Source: an optimization exercise on an open RTL-to-GDS flow (aim: small area). Production flows keep margins and buffers that such runs may drop.
Only simulation tests tie the RTL to the original design; equivalence was not proved.
Power figures rest on the tool's default switching activity, not on a simulated workload.

==> flow/design.v <==
`timescale 1ns/1ps
module timer_us
    (
        input  logic        clk,
        input  logic        rst_n,
        output logic [15:0] time_prev
    );
    logic [4:0]  tm_pre;
    logic [16:0] tm_us;
    wire tm_wrap = tm_us[16] & tm_us[15] & tm_us[12] & tm_us[11] & tm_us[8] &
                   tm_us[7] & tm_us[4] & tm_us[3] & tm_us[0] &
                   tm_pre[3] & ~tm_pre[2] & tm_pre[1] & tm_pre[0];
    wire tm_tick = tm_pre[4] & tm_pre[1] & tm_pre[0];
    always_ff @(posedge clk, negedge rst_n) begin
        if (!rst_n) begin
            tm_pre <= 5'd11;
            tm_us  <= 17'd104857;
        end
        else if (tm_wrap) begin
            tm_pre <= 5'd0;
            tm_us  <= 17'd0;
        end
        else if (tm_tick) begin
            tm_pre <= 5'd0;
            tm_us  <= tm_us + 17'd1;
        end
        else begin
            tm_pre <= tm_pre + 5'd1;
        end
    end
    assign time_prev = tm_us[15:0];
endmodule
`timescale 1ns/1ps
module dvs_ravens
    (
        input  logic        clk,
        input  logic        rst_n,
        input  logic [9:0]  aer,
        input  logic        xsel,
        input  logic        req,
        output logic        ack,
        output logic [31:0] ravens_pkt
    );
    logic [15:0] time_prev;
    timer_us TIMER (
        .clk(clk),
        .rst_n(rst_n),
        .time_prev(time_prev)
    );
    logic       req_m, req_s;
    logic       xsel_m, xsel_s;
    logic [9:0] aer_m, aer_s;
    always_ff @(posedge clk, negedge rst_n) begin
        if (!rst_n) begin
            req_m <= 1'b0;
            req_s <= 1'b0;
        end
        else begin
            req_m <= req;
            req_s <= req_m;
        end
    end
    always_ff @(posedge clk) begin
        xsel_m <= xsel;
        xsel_s <= xsel_m;
        aer_m  <= aer;
        aer_s  <= aer_m;
    end
    logic [1:0] rx_st;
    wire rx_samp = (rx_st == 2'd1) | ((rx_st == 2'd0) & req_s & xsel_s);
    always_ff @(posedge clk, negedge rst_n) begin
        if (!rst_n) begin
            rx_st <= 2'd0;
        end
        else begin
            case (rx_st)
                2'd0: rx_st <= req_s ? (xsel_s ? 2'd2 : 2'd1) : 2'd0;
                2'd1: rx_st <= 2'd2;
                2'd2: rx_st <= 2'd3;
                2'd3: rx_st <= req_s ? 2'd3 : 2'd0;
            endcase
        end
    end
    assign ack = rx_st[1];
    logic       row_yok;
    logic [6:0] row_y;
    logic       row_tcap;
    logic [15:0] row_ts;
    always_ff @(posedge clk, negedge rst_n) begin
        if (!rst_n) begin
            row_yok  <= 1'b1;
            row_y    <= 7'd0;
            row_tcap <= 1'b0;
        end
        else begin
            row_tcap <= rx_samp & ~xsel_s;
            if (rx_samp & ~xsel_s) begin
                row_yok <= (aer_s[8:0] < 9'd100);
                row_y   <= aer_s[6:0];
            end
        end
    end
    always_ff @(posedge clk, negedge rst_n) begin
        if (!rst_n) begin
            row_ts <= 16'd0;
        end
        else if (row_tcap) begin
            row_ts <= time_prev;
        end
    end
    wire       ev_ok  = aer_s[0] & (aer_s[9:1] < 9'd100) & row_yok;
    wire [7:0] ev_idx = aer_s[8:1] + {row_y, 1'b0} * 8'd45;
    logic [7:0]  ev_idx_q;
    logic [15:0] ev_ts_q;
    logic        ev_unf;
    always_ff @(posedge clk) begin
        if (rx_samp & xsel_s) begin
            ev_idx_q <= ev_idx;
            ev_ts_q  <= row_ts;
        end
    end
    logic ev_new, ev_done, wr_en;
    logic [1:0]  wp, rp, cur_ptr;
    logic [23:0] slot [0:3];         
    logic [1:0] rd_st;
    logic       new_spike;
    logic [2:0] tx_st;
    wire full     = (wp + 2'd1 == rp);
    wire empty    = (wp == rp);
    wire wr_req   = ev_unf & ~ev_done;
    wire wr_grant = wr_req & ~full;
    wire rdy      = (tx_st == 3'd0) | (tx_st == 3'd1);
    wire rd_grant = rdy & ~wr_req & ~empty;
    wire [1:0] wr_slot = wp + {1'b0, wr_en & ~full};
    always_ff @(posedge clk, negedge rst_n) begin
        if (!rst_n) begin
            ev_new  <= 1'b0;
            ev_unf  <= 1'b0;
            ev_done <= 1'b1;
            wr_en   <= 1'b0;
            wp      <= 2'd0;
            rp      <= 2'd0;
            rd_st   <= 2'd0;
        end
        else begin
            ev_new <= rx_samp & xsel_s;
            if (rx_samp & xsel_s) ev_unf <= ev_ok;
            if (ev_new) ev_done <= 1'b0;
            else if (wr_grant) ev_done <= 1'b1;
            wr_en <= wr_grant;
            if (wr_en & ~full) wp <= wp + 2'd1;
            if (rd_st == 2'd1 && !empty) rp <= rp + 2'd1;
            case (rd_st)
                2'd0: rd_st <= rd_grant ? 2'd1 : 2'd0;
                2'd1: rd_st <= 2'd2;
                default: rd_st <= 2'd0;
            endcase
        end
    end
    wire [1:0] rp_next  = rp + {1'b0, rd_st == 2'd1 && !empty};
    wire       wr_keep  = (wr_slot + 2'd1 != rp_next);
    always_ff @(posedge clk) begin
        if (wr_grant & wr_keep) slot[wr_slot] <= {ev_idx_q, ev_ts_q};
        if (rd_st == 2'd2) cur_ptr <= rp - 2'd1;
    end
    wire [23:0] cur_ev = slot[cur_ptr];
    wire [15:0] sp_ts  = cur_ev[15:0];
    wire [7:0]  sp_idx = cur_ev[23:16];
    localparam TX_WAIT_NEW = 3'd0, TX_WAIT_NEXT = 3'd1, TX_START = 3'd2, TX_RUN = 3'd3, TX_SPIKE = 3'd4;
    logic [15:0] base;
    logic [3:0]  step;
    wire [8:0] step25 = {1'b0, step, 4'b0} + {2'b0, step, 3'b0} + {5'b0, step};
    wire [9:0] seg_lo = {1'b0, base[8:0]} + {1'b0, step25};
    wire       seg_wrap = (&base[15:9]) & seg_lo[9];
    wire [15:0] f_x = (tx_st == TX_WAIT_NEW) ? time_prev : base;
    wire [16:0] f = {1'b0, sp_ts} + {1'b0, ~f_x};
    wire        e_pos = seg_wrap | f[16];
    wire        e_big = (seg_wrap & f[16]) | (f[15:8] != 8'd0);
    logic [3:0] qe;
    always_comb begin
        if (e_big || f[7:0] >= 8'd225) qe = 4'd9;
        else if (f[7:0] >= 8'd200) qe = 4'd8;
        else if (f[7:0] >= 8'd175) qe = 4'd7;
        else if (f[7:0] >= 8'd150) qe = 4'd6;
        else if (f[7:0] >= 8'd125) qe = 4'd5;
        else if (f[7:0] >= 8'd100) qe = 4'd4;
        else if (f[7:0] >= 8'd75)  qe = 4'd3;
        else if (f[7:0] >= 8'd50)  qe = 4'd2;
        else if (f[7:0] >= 8'd25)  qe = 4'd1;
        else qe = 4'd0;
    end
    wire later   = e_pos & (qe >= step);
    wire capped  = (qe == 4'd9);
    wire new_sim = later & capped;
    wire        ts_near = f[16] | (f[15:0] >= 16'd65286);
    always_ff @(posedge clk, negedge rst_n) begin
        if (!rst_n) begin
            tx_st <= TX_WAIT_NEW;
        end
        else begin
            case (tx_st)
                TX_WAIT_NEW:  tx_st <= (new_spike & ts_near) ? TX_START : TX_WAIT_NEW;
                TX_WAIT_NEXT: tx_st <= new_spike ? (later ? TX_RUN : TX_SPIKE) : TX_WAIT_NEXT;
                TX_START:     tx_st <= TX_SPIKE;
                TX_RUN:       tx_st <= new_sim ? TX_WAIT_NEW : TX_SPIKE;
                TX_SPIKE:     tx_st <= TX_WAIT_NEXT;
                default:      tx_st <= TX_WAIT_NEW;
            endcase
        end
    end
    always_ff @(posedge clk, negedge rst_n) begin
        if (!rst_n) begin
            new_spike <= 1'b0;
        end
        else if (rd_st == 2'd2) begin
            new_spike <= 1'b1;
        end
        else if (tx_st == TX_SPIKE) begin
            new_spike <= 1'b0;
        end
    end
    always_ff @(posedge clk) begin
        if (tx_st == TX_RUN) begin
            if (later) step <= capped ? 4'd15 : qe + 4'd1;
        end
        else if (tx_st == TX_START) begin
            base <= sp_ts;
            step <= 4'd0;
        end
    end
    logic [1:0] pkt_hdr;
    logic [7:0] pkt_idx;
    always_ff @(posedge clk, negedge rst_n) begin
        if (!rst_n) begin
            pkt_hdr <= 2'b00;
            pkt_idx <= 8'd0;
        end
        else begin
            case (tx_st)
                TX_SPIKE: begin pkt_hdr <= 2'b00; pkt_idx <= sp_idx; end
                TX_RUN:   begin pkt_hdr <= 2'b01; pkt_idx <= 8'd0; end
                TX_START: begin pkt_hdr <= 2'b10; pkt_idx <= 8'd0; end
                default: ;
            endcase
        end
    end
    assign ravens_pkt = {1'b0, pkt_hdr, 16'd0, pkt_idx, 5'd0};
endmodule
make LEC_CHECK=0 CAP_MARGIN=20 CORE_MARGIN=2 CORE_UTILIZATION=60 CTS_BUF_LIST=sky130_fd_sc_hd__clkbuf_16 CTS_CLUSTER_DIAMETER=100 CTS_CLUSTER_SIZE=25 PLACE_DENSITY=0.75 SLEW_MARGIN=20 finish   # period 24.0 ns
run.sh (not shown) runs the stock make flow with config.mk's settings and CLKGATE_MAP_FILE= SYNTH_SCRIPT=/design/flow/synth_recipe.tcl, a recipe that flattens the netlist after the stock synthesis.
Rerun with:
==> flow/flow/run.sh (new file) <==
#!/bin/bash
# Standard ORFS layout (the standard.sh), with changes to how it is
# made: CTS without dummy loads, the smallest buffer on the ports, and one
# tie cell for the constant outputs.
set -euo pipefail
CTS="-sink_clustering_enable -repair_clock_nets -dont_use_dummy_load -buf_list sky130_fd_sc_hd__clkbuf_16 -sink_clustering_size 30 -sink_clustering_max_diameter 120"
bash standard.sh finish "CTS_ARGS=$CTS" "BUFFER_PORTS_ARGS=-buffer_cell sky130_fd_sc_hd__buf_1" "SKIP_REPAIR_TIE_FANOUT=1" > standard.log 2>&1
==> flow/standard.sh (new file) <==
#!/bin/bash
# synth_recipe.tcl (not shown) runs the flow's synth.tcl, then flattens the netlist and writes it again
# the make line also repeats each setting of config.mk as NAME=value (left out here)
make -C /OpenROAD-flow-scripts/flow DESIGN_CONFIG=/design/flow/config.mk WORK_HOME=/design/flow/orfs CLKGATE_MAP_FILE= SYNTH_SCRIPT=/design/flow/synth_recipe.tcl "${@:-finish}"
removed: flow/run.sh
- power decreases by 3.8%
- first-iteration DRC count came out lower by 5.9%
- register-to-register slack gains 0.02 ns
Rerun with:
==> flow/run.sh (new file) <==
#!/bin/bash
# synth_recipe.tcl (not shown) runs the flow's synth.tcl, then flattens the netlist and writes it again
# the make line also repeats each setting of config.mk as NAME=value (left out here)
make -C /OpenROAD-flow-scripts/flow DESIGN_CONFIG=/design/flow/config.mk WORK_HOME=/design/flow/orfs CLKGATE_MAP_FILE= SYNTH_SCRIPT=/design/flow/synth_recipe.tcl finish
Settings changed: CTS_BUF_LIST sky130_fd_sc_hd__clkbuf_16 to sky130_fd_sc_hd__clkbuf_8, CTS_CLUSTER_SIZE 25 to 20.
removed: flow/flow/run.sh
removed: flow/standard.sh
The changed run completed with no timing, DRC or antenna violations.
Synthesized cell count is unchanged.
Worst setup slack gets worse by 0.45 ns.
Synthesized area stays the same.
First-iteration DRC count went up by 7.7%.
Design area went up by 2.3%.
Routed wire length grows by 2.9%.
Total power rose by 0.92%.
Clock-buffer cell count is higher by 4.
Flip-flop and latch count does not change.
Sequential share of layout area came out lower by 1.3 points.
Clock skew came out lower by 0.032 ns.
Rerun with:
==> flow/flow/run.sh (new file) <==
#!/bin/bash
# Standard ORFS layout (the standard.sh), with two changes to how it is
# made: CTS without dummy loads, and the smallest buffer on the ports.
set -euo pipefail
CTS="-sink_clustering_enable -repair_clock_nets -dont_use_dummy_load -buf_list sky130_fd_sc_hd__clkbuf_16 -sink_clustering_size 25 -sink_clustering_max_diameter 100"
bash standard.sh finish "CTS_ARGS=$CTS" "BUFFER_PORTS_ARGS=-buffer_cell sky130_fd_sc_hd__buf_1" > standard.log 2>&1
==> flow/standard.sh (new file) <==
#!/bin/bash
# synth_recipe.tcl (not shown) runs the flow's synth.tcl, then flattens the netlist and writes it again
# the make line also repeats each setting of config.mk as NAME=value (left out here)
make -C /OpenROAD-flow-scripts/flow DESIGN_CONFIG=/design/flow/config.mk WORK_HOME=/design/flow/orfs CLKGATE_MAP_FILE= SYNTH_SCRIPT=/design/flow/synth_recipe.tcl "${@:-finish}"
Settings changed: CTS_BUF_LIST sky130_fd_sc_hd__clkbuf_8 to sky130_fd_sc_hd__clkbuf_16, CTS_CLUSTER_SIZE 20 to 25.
removed: flow/run.sh
Effect:
- worst hold slack loses 0.0079 ns
- critical path depth is unchanged
- wire length shrinks by about 0.9%
- cell area shrinks by 1.3%
- global-route usage hardly moves
- sequential power grows by about 1%
- synthesized cell count stays the same
- worst setup slack gains 0.44 ns
- core utilization shrinks by 0.85 points
- cell count shrinks by 1.5%

## what the ideal ports hide
The results above use ideal ports. As a check the final layouts listed here were re-extracted and re-timed, cells and wires unchanged. Step 1 (the two cells are an assumption about what drives the block):
set clk [get_ports {clk}]
set_driving_cell -lib_cell sky130_fd_sc_hd__clkbuf_16 $clk
set_driving_cell -lib_cell sky130_fd_sc_hd__buf_2 [delete_from_list [all_inputs] $clk]
Step 2, shift: input delay + t, output delay - t, t = (earliest + latest rising clock arrival at the registers) / 2. This alone moves slack from input paths to output paths. Slacks: ideal / step 1 / step 2; pairs: ideal / step 1.
| run | t, ns | setup WS [ns] | cell pins on the clock port's net |
|---|---|---|---|
| the first run | 0.504 | 17.722 / 17.686 / 18.148 | 1 |
| the second run | 0.481 | 18.113 / 18.072 / 18.170 | 1 |
| the third run | 0.549 | 17.658 / 17.625 / 18.127 | 1 |
| the fourth run | 0.506 | 18.101 / 18.057 / 18.134 | 1 |
After both steps setup and hold are still met in every run listed.
